Context: an optimization exercise on an open-source flow, tuned for small area, a short achievable clock period and few clock cycles per item. The choices shown serve that exercise and are no tape-out recipe. Where RTL was checked, it was by simulation tests only, not by an equivalence proof against the original. Power is estimated from default activity; no workload was simulated.

Setup of v39:
Design div, start of the top module:
module div(
    input                               clk,
    input                               resetn,
    input                               signed_div_i,
    input   [31:0]                   operand1_i,
    input   [31:0]                   operand2_i,
    input                               start_i,
    input                               annul_i,
    output  reg[63:0]          result_o,
    output  reg                         ready_o
);
localparam S_IDLE = 3'd0;
localparam S_NEG  = 3'd1;
localparam S_NORM = 3'd2;
localparam S_ITER = 3'd3;
localparam S_DONE = 3'd4;
reg [2:0]  state;
reg [31:0] rem;       
reg [32:0] dsr;       
reg [31:0] quo;
reg [4:0]  cnt;
reg [4:0]  lz_a;      
reg [4:0]  lz_b;      
reg        sa;        
reg        sb;        
wire sa_in = signed_div_i & operand1_i[31];
wire sb_in = signed_div_i & operand2_i[31];
wire b_zero = ~|operand2_i;
wire [32:0] b_ext = {sb_in, operand2_i};
wire neg_first = sa_in & ~sb_in;      
genvar k, i;
function [4:0] lzc32;
    input [31:0] v;
    input        s;
    reg [7:0] nz;
    reg [7:0] oh;
    reg [3:0] nb;
    reg [2:0] hi;
    integer n;
    begin
        for (n = 0; n < 8; n = n + 1)
            nz[n] = s ? ~&v[4*n +: 4] : |v[4*n +: 4];
        for (n = 0; n < 8; n = n + 1)
            oh[n] = nz[n] & ~|(nz >> (n + 1));
        nb = 4'd0;
        hi = 3'd0;
        for (n = 0; n < 8; n = n + 1) begin
            nb = nb | ({4{oh[n]}} & v[4*n +: 4]);
            hi = hi | ({3{oh[n]}} & (3'd7 - n[2:0]));
        end
        nb = nb ^ {4{s}};
        lzc32 = {hi, ~nb[3] & ~nb[2], ~nb[3] & (nb[2] | ~nb[1])};
    end
endfunction
wire [31:0] wa = sa_in ? {~operand1_i[30:0], 1'b1} : operand1_i;
wire [31:0] wb = {operand2_i[31:1], ~sb_in};
wire [7:0] nz_a, nz_b, nz_b_above;
generate
    for (k = 0; k < 8; k = k + 1) begin : nib
        assign nz_a[k] = |wa[4*k+3:4*k];
        assign nz_b[k] = sb_in ? ~&wb[4*k+3:4*k] : |wb[4*k+3:4*k];
        if (k == 7) begin : top
            assign nz_b_above[k] = 1'b0;
        end else begin : below
            assign nz_b_above[k] = |nz_b[7:k+1];
        end
    end
endgenerate
wire small_in = ~|(nz_a & ~nz_b_above);
wire [4:0] sg = lz_b & ~lz_a;
wire [4:0] sp = lz_b | ~lz_a;
wire [4:0] sc;      
  ...
Size: ~1,200 cells after synthesis, roughly 130 I/O pins, ~0.0099 sq mm of cells after synthesis.
clock: 5.0 ns
lec_check: 0
cap_margin: 20
core_margin: 2
core_utilization: 40
setup_slack_margin: 1.4
slew_margin: 20
standard.sh (not shown) runs the stock make flow with config.mk's settings and CLKGATE_MAP_FILE= SYNTH_SCRIPT=/design/flow/synth_recipe.tcl, a recipe that flattens the netlist after the stock synthesis.
==> flow/flow/run.sh <==
#!/bin/bash
# The standard layout, with the ports buffered by buf_2 cells.
set -euo pipefail
bash standard.sh "BUFFER_PORTS_ARGS=-buffer_cell sky130_fd_sc_hd__buf_2" finish > standard_flow.log 2>&1
Having completed the whole flow, v39 delivered a layout that passed the timing, DRC and antenna checks.
--- input diff v39..v14 ---
Settings: setting CTS_BUF_LIST to sky130_fd_sc_hd__clkbuf_8 for the first time.
### Flow results
- For the non-clock buffer count, v14 came in about 1.2% higher than v39 did.
- For the first-pass GRT wire length, v14 came in 0.61% lower than v39 did.
- Between v14 and v39, the met1 capacity usage during global routing does not differ in any meaningful way.
- Switching part of the total power, v39 and v14, lower one = v39.
- Global-route met3 utilization down 0.52 points in v14 wrt v39
- Compared to v39, the routing of v14 uses more wire.
- v14: clock group share of total power lower than v39
- | total net switching power | lower: v14 |
For v4, these inputs were changed with respect to v14:
Settings: removing CTS_BUF_LIST (formerly sky130_fd_sc_hd__clkbuf_8); changing SETUP_SLACK_MARGIN from 1.4 to 1.2.
### Flow results
- v4 closes out successfully: all stages finished, all timing, DRC and antenna checks passed.
- Compared with v14, v4 shows a lower maximum number of pins on one net before global-route repair.
- The data required time at the worst endpoint was comparable across v4 and v14.
- Per the comparison of v4 with v14, share of cell area taken by flip-flops and latches roughly the same; number of cell instances on the worst register-to-register path went up.
- Delta (v4 minus v14): fraction of area in multi-input gates down 0.77 points; final period demand of the worst path now larger; power density of the placed cells grew by about 2.4%; sequential cell area lost 0.37%; design area held.
- Wire length of the first global-routing pass on v4 is behind v14.
- In v4 the worst hold slack turned out 0.011 ns lower than in v14.
- The critical path launch point comes out sa in one run and dsr[29] in the other, namely in v4 and v14 respectively.
No functional check of the RTL was part of any run of this note.

---

job 101:
Another version of the RTL of div (not shown whole).
For scale: roughly 1,200 cells after synthesis, about 120 flip-flops, roughly 130 I/O pins, ~9800 sq um of cells after synthesis.
Settings: LEC_CHECK=0, CAP_MARGIN=20, CORE_MARGIN=2, CORE_UTILIZATION=52, SETUP_SLACK_MARGIN=1.7, SLEW_MARGIN=20; clock period 5.0 ns.
==> flow/flow/run.sh <==
#!/bin/bash
# The standard layout, with the ports buffered by buf_2 cells and a clock tree
# without dummy loads.
set -euo pipefail
bash standard.sh "BUFFER_PORTS_ARGS=-buffer_cell sky130_fd_sc_hd__buf_2" \
  "CTS_ARGS=-sink_clustering_enable -repair_clock_nets -dont_use_dummy_load -buf_list sky130_fd_sc_hd__clkbuf_8" \
  finish > standard_flow.log 2>&1
In summary, job 101 completed successfully, with a layout that passed the timing, DRC and antenna checks.
Testbench counts of job 101, summed over its fixed seeds: cycles 71,183, divisions 8,000.
Here is what was changed in the inputs of job 105 compared with job 101.
# job 101
export LEC_CHECK = 0
export CAP_MARGIN = 20
export CORE_MARGIN = 2
export CORE_UTILIZATION = 52
export SETUP_SLACK_MARGIN = 1.7
export SLEW_MARGIN = 20
create_clock -name core_clock -period 5.0 [get_ports {clk}]
# job 105
export LEC_CHECK = 0
export CAP_MARGIN = 20
export CORE_MARGIN = 2
export CORE_UTILIZATION = 55
export SETUP_SLACK_MARGIN = 1.7
export SLEW_MARGIN = 20
create_clock -name core_clock -period 5.0 [get_ports {clk}]
==> comparison <==
Job 101 -> job 105: count of mapped cells out of synthesis delta 0, exact match. Job 101 → job 105: final design area excluding fillers decreased 2.9%; chip width decreased about 2.7%; number of search-and-repair iterations in the first detailed-routing pass essentially unchanged; global-route usage over all layers increased 2.6 points; final antenna-violating net count essentially unchanged. Run comparison: job 105 capture point of the critical path rem[30]; job 101 capture point of the critical path rem[10]. Job 105 vs job 101, worst setup path startpoint: rem[8] vs dsr[24]. Global-route wire length before repair: job 105 < job 101.

-- static timing again, ports no longer ideal --
No port has a modelled driver above. Below, the same layouts with a new extraction and two added sets of constraints.
Step 1 (the two cells are an assumption about what drives the block):
set clk [get_ports {clk}]
set_driving_cell -lib_cell sky130_fd_sc_hd__clkbuf_16 $clk
set_driving_cell -lib_cell sky130_fd_sc_hd__buf_2 [delete_from_list [all_inputs] $clk]
Step 2 also shifts input and output timing later by t, the mid clock arrival at the registers, as if the neighbouring blocks saw the same clock.
Three values: ideal ports, drivers, drivers and shift; two values: the first two.
| run | t (ns) | setup WS [ns] | worst hold slack (ns) | worst setup path after step 2 | worst data-port slew with drivers (ns) |
|---|---|---|---|---|---|
| v39 | 0.487 | 1.429 / 1.429 / 1.274 | 0.447 / 0.447 / 0.447 | input to register | 0.05 |
| v14 | 0.516 | 1.418 / 1.418 / 1.292 | 0.452 / 0.452 / 0.452 | input to register | 0.06 |
| v4 | 0.477 | 1.332 / 1.332 / 1.103 | 0.441 / 0.441 / 0.441 | input to register | 0.06 |
| job 101 | 0.475 | 1.716 / 1.716 / 1.277 | 0.436 / 0.436 / 0.436 | input to register | 0.04 |
| job 105 | 0.498 | 1.728 / 1.728 / 1.294 | 0.435 / 0.435 / 0.435 | input to register | 0.04 |
After both steps every run listed still meets setup and hold. The setup slack of job 101, which loses most, moves by 0.000 ns with the drivers and by -0.439 ns with both steps.
